What follows belongs to an exercise in optimizing a design on an open flow for small area and a short achievable clock period; a production flow would make more cautious choices.
Function was checked by simulation only, so behaviour that the tests miss may differ from the original.

==> inputs of trial 60 <==
==> flow/design.v <==
module overall_neural_network_training(
	input clock,
	input reset,
	input inp_1,
	input inp_2,
	input inp_3,
	input inp_4,
	input inp_5,
	input inp_6,
	output outp_1,
	output outp_2,
	output outp_3
);
	wire [5:0] x = {inp_6, inp_5, inp_4, inp_3, inp_2, inp_1};
	wire [5:0] h;    
	wire [2:0] o;    
	wire [2:0] o_nx;  
	reg  [2:0] fin;  
	reg  [5:0] xr;   
	reg  r1;         
	always @(posedge clock or posedge reset)
		if (reset) begin
			xr <= 6'd0;
			r1 <= 1'b1;
		end else begin
			xr <= x;
			r1 <= 1'b0;
		end
	wire [5:0] xc = xr | {6{r1}};
	wire [5:0] hc = h | {6{r1}};
	wire [2:0] oc = o | {3{r1}};
	localparam [36*12-1:0] INIT_H = {
		12'h005, 12'hFEA, 12'h025, 12'hFF4, 12'h01C, 12'hFE1,    
		12'h013, 12'hFF1, 12'h003, 12'hFED, 12'h015, 12'hFFB,    
		12'h01D, 12'hFF1, 12'h021, 12'h01F, 12'hFE7, 12'h013,    
		12'h008, 12'hFF3, 12'h010, 12'hFEB, 12'h015, 12'hFEA,    
		12'h00C, 12'hFE5, 12'hFDB, 12'h012, 12'hFF1, 12'h020,    
		12'h019, 12'hFF6, 12'h017, 12'hFDC, 12'h00E, 12'hFE9};   
	localparam [18*12-1:0] INIT_O = {
		12'h005, 12'hFF6, 12'h023, 12'hFE3, 12'h019, 12'hFE2,    
		12'h010, 12'hFFD, 12'hFE2, 12'h006, 12'h022, 12'hFE4,    
		12'h002, 12'hFED, 12'h014, 12'h01B, 12'hFE2, 12'hFF5};   
	wire [36*12-1:0] wh;
	wire [18*12-1:0] wo;
	genvar i, j;
	generate
		for (i = 0; i < 6; i = i + 1) begin : hid
			for (j = 0; j < 6; j = j + 1) begin : syn
				synapse #(.INIT(INIT_H[(6*i+j)*12 +: 12])) s (
					.clock(clock), .reset(reset),
					.pre_w(xr[j]), .post_w(h[i]), .pre_c(xc[j]), .post_c(hc[i]),
					.w(wh[(6*i+j)*12 +: 12]));
			end
			neuron n (
				.clock(clock), .reset(reset),
				.in(xr), .w(wh[72*i +: 72]), .spike(h[i]), .spike_nx());
		end
		for (i = 0; i < 3; i = i + 1) begin : out
			for (j = 0; j < 6; j = j + 1) begin : syn
				synapse #(.INIT(INIT_O[(6*i+j)*12 +: 12])) s (
					.clock(clock), .reset(reset),
					.pre_w(h[j]), .post_w(o[i]), .pre_c(hc[j]), .post_c(oc[i]),
					.w(wo[(6*i+j)*12 +: 12]));
			end
			neuron n (
				.clock(clock), .reset(reset),
				.in(h), .w(wo[72*i +: 72]), .spike(o[i]), .spike_nx(o_nx[i]));
		end
	endgenerate
	always @(posedge clock)
		fin <= o_nx[0] ? 3'b100 : o_nx[1] ? 3'b010 : o_nx[2] ? 3'b001 : 3'b000;
	assign {outp_1, outp_2, outp_3} = fin;
endmodule
module neuron(
	input clock,
	input reset,
	input [5:0] in,
	input [71:0] w,
	output reg spike,
	output spike_nx
);
	reg [11:0] v;
	wire [15:0] op0 = {4'd0, w[11:0]  & {12{in[0]}}};
	wire [15:0] op1 = {4'd0, w[23:12] & {12{in[1]}}};
	wire [15:0] op2 = {4'd0, w[35:24] & {12{in[2]}}};
	wire [15:0] op3 = {4'd0, w[47:36] & {12{in[3]}}};
	wire [15:0] op4 = {4'd0, w[59:48] & {12{in[4]}}};
	wire [15:0] op5 = {4'd0, w[71:60] & {12{in[5]}}};
	wire [15:0] op6 = {4'd0, v};
	wire [15:0] s1a = op0 ^ op1 ^ op2;
	wire [15:0] c1a = ((op0 & op1) | (op0 & op2) | (op1 & op2)) << 1;
	wire [15:0] s1b = op3 ^ op4 ^ op5;
	wire [15:0] c1b = ((op3 & op4) | (op3 & op5) | (op4 & op5)) << 1;
	wire [15:0] s2a = s1a ^ c1a ^ s1b;
	wire [15:0] c2a = ((s1a & c1a) | (s1a & s1b) | (c1a & s1b)) << 1;
	wire [15:0] s2b = c1b ^ op6;
	wire [15:0] c2b = (c1b & op6) << 1;
	wire [15:0] s3 = s2a ^ c2a ^ s2b;
	wire [15:0] c3 = ((s2a & c2a) | (s2a & s2b) | (c2a & s2b)) << 1;
	wire [15:0] s4 = s3 ^ c3 ^ c2b;
	wire [15:0] c4 = ((s3 & c3) | (s3 & c2b) | (c3 & c2b)) << 1;
	function [31:0] addk;
		input [15:0] a, b, k;
		addk = {a ^ b ^ k, ((a & b) | (a & k) | (b & k)) << 1};
	endfunction
	wire [31:0] pt = addk(s4, c4, 16'hFFFD);    
	wire [31:0] ph = addk(s4, c4, 16'hF189);    
	wire [31:0] pl = addk(s4, c4, 16'hFFF3);    
	wire [11:0] t  = pt[27:16] + pt[11:0];
	wire [15:0] th = ph[31:16] + ph[15:0];
	wire [15:0] tl = pl[31:16] + pl[15:0];
	wire fire = ~th[15];    
	wire low = tl[15];      
	assign spike_nx = fire;
	always @(posedge clock or posedge reset)
		if (reset) begin
			v <= 12'd10;
			spike <= 1'b0;
		end else begin
			v <= (fire | low) ? 12'd10 : t[11:0];
			spike <= fire;
		end
endmodule
module synapse #(parameter [11:0] INIT = 12'd0) (
	input clock,
	input reset,
	input pre_w,      
	input post_w,
	input pre_c,      
	input post_c,
	output reg [11:0] w
);
	reg [11:0] cp;    
	reg [11:0] cm;    
	reg f;            
	wire zp = ~|cp[10:0];
	wire zm1 = ~|cm[10:1];
	wire zm = zm1 & ~cm[0];
	wire fp = cp[11] ^ cp[7] ^ cp[1] ^ cp[0] ^ zp;
	wire fm = cm[11] ^ cm[7] ^ cm[1] ^ cm[0] ^ zm;
	wire hold_p = pre_c & ~(post_c & f);
	wire step_p = ~pre_c & ~f;
	wire one_p = ~pre_c & f;
	wire hold_m = post_c & ~(pre_c & f);
	wire step_m = ~post_c & ~f;
	wire one_m = ~post_c & f;
	wire [11:0] cp_nx = ({12{hold_p}} & cp) | ({12{step_p}} & {cp[10:0], fp}) | {11'd0, one_p};
	wire [11:0] cm_nx = ({12{hold_m}} & cm) | ({12{step_m}} & {cm[10:0], fm}) | {11'd0, one_m};
	wire up1 = ~pre_w & post_w & (f | zp);
	wire up3 = pre_w & post_w;
	wire dn2 = pre_w & ~post_w & (f | zm);
	wire dn4 = pre_w & ~post_w & ~f & zm1 & cm[0] & ~cm[11];
	wire [2:0] d = {dn2 | dn4, up3 | dn2, up1 | up3};
	wire [3:0] lo = {1'b0, w[2:0]} + {1'b0, d};
	wire inc = (up1 | up3) & lo[3];
	wire dec = (dn2 | dn4) & ~lo[3];
	reg [11:0] wn;
	reg all1, all0;
	integer k;
	always @(*) begin
		wn[2:0] = lo[2:0];
		all1 = inc;
		all0 = dec;
		for (k = 3; k < 12; k = k + 1) begin
			wn[k] = w[k] ^ (all1 | all0);
			all1 = all1 & w[k];
			all0 = all0 & ~w[k];
		end
	end
	always @(posedge clock or posedge reset)
		if (reset) begin
			f <= 1'b1;
			w <= INIT;
		end else begin
			f <= pre_c & post_c;
			w <= wn;
		end
	always @(posedge clock) begin
		cp <= cp_nx;
		cm <= cm_nx;
	end
endmodule
==> flow/run.sh <==
#!/bin/bash
# synth_recipe.tcl (not shown) runs the flow's synth.tcl, then flattens the netlist and writes it again
# the make line also repeats each setting of config.mk as NAME=value (left out here)
make -C /OpenROAD-flow-scripts/flow DESIGN_CONFIG=/design/flow/config.mk WORK_HOME=/design/flow/orfs CLKGATE_MAP_FILE= SYNTH_SCRIPT=/design/flow/synth_recipe.tcl finish
==> flow/config.mk <==
export PLATFORM = sky130hd
export DESIGN_NAME = overall_neural_network_training
export DESIGN_NICKNAME = overall_neural_network_training
export VERILOG_FILES = /design/flow/design.v
export SDC_FILE = /design/flow/constraint.sdc
export NUM_CORES = 4
export LEC_CHECK = 0
export CAP_MARGIN = 20
export CORE_MARGIN = 2
export CORE_UTILIZATION = 40
export SETUP_SLACK_MARGIN = 5
export SLEW_MARGIN = 20
==> flow/constraint.sdc <==
create_clock -name core_clock -period 10.0 [get_ports {clock}]
set_input_delay 2.0000 -clock core_clock [delete_from_list [all_inputs] [get_ports {clock}]]
set_output_delay 2.0000 -clock core_clock [all_outputs]
set_load 0.01 [all_outputs]
==> inputs of build 31, as changes to trial 60 <==
Settings changed: CORE_UTILIZATION 40 to 60.
==> results.ini <==
[layout]
n_antenna_cell = 1

[sta]
fmax_ghz = 0.190

[drt]
vias_per_cell = 5.86
drt_first_pass_iters = 5

[status]
status = timing/DRC/antenna clean

-- figures above: build 31

==> results.ini <==
[status]
status = timing/DRC/antenna clean

[layout]
n_antenna_cell = 2
clock_buffers = 340

[drt]
vias_per_cell = 5.24
drcViolationCount = 0

[grt]
grt_pass1_vias = 88700

[worst_hold_path]
holdPathStages = 1

[sta]
fmax_ghz = 0.193

-- figures above: trial 60

-- re-timing with driven ports --
The results above use ideal ports. As a check the final layouts listed here were re-extracted and re-timed, cells and wires unchanged. Step 1 (the two cells are an assumption about what drives the block):
set clk [get_ports {clock}]
set_driving_cell -lib_cell sky130_fd_sc_hd__clkbuf_16 $clk
set_driving_cell -lib_cell sky130_fd_sc_hd__buf_2 [delete_from_list [all_inputs] $clk]
Step 2 moves the port delays by t, midway between the first and last clock arrival at a register: inputs arrive t later, outputs are due t later. That takes back most of the time a late clock gives input paths. Three values: no drivers, after step 1, after step 2; two values: the first two.
run	t, ns	setup slack, ns	worst data-port slew with drivers (ns)
trial 60	1.002	4.818 / 4.818 / 4.818	0.09
build 31	0.950	4.747 / 4.747 / 4.747	0.03
After both steps setup and hold are still met in every run listed.
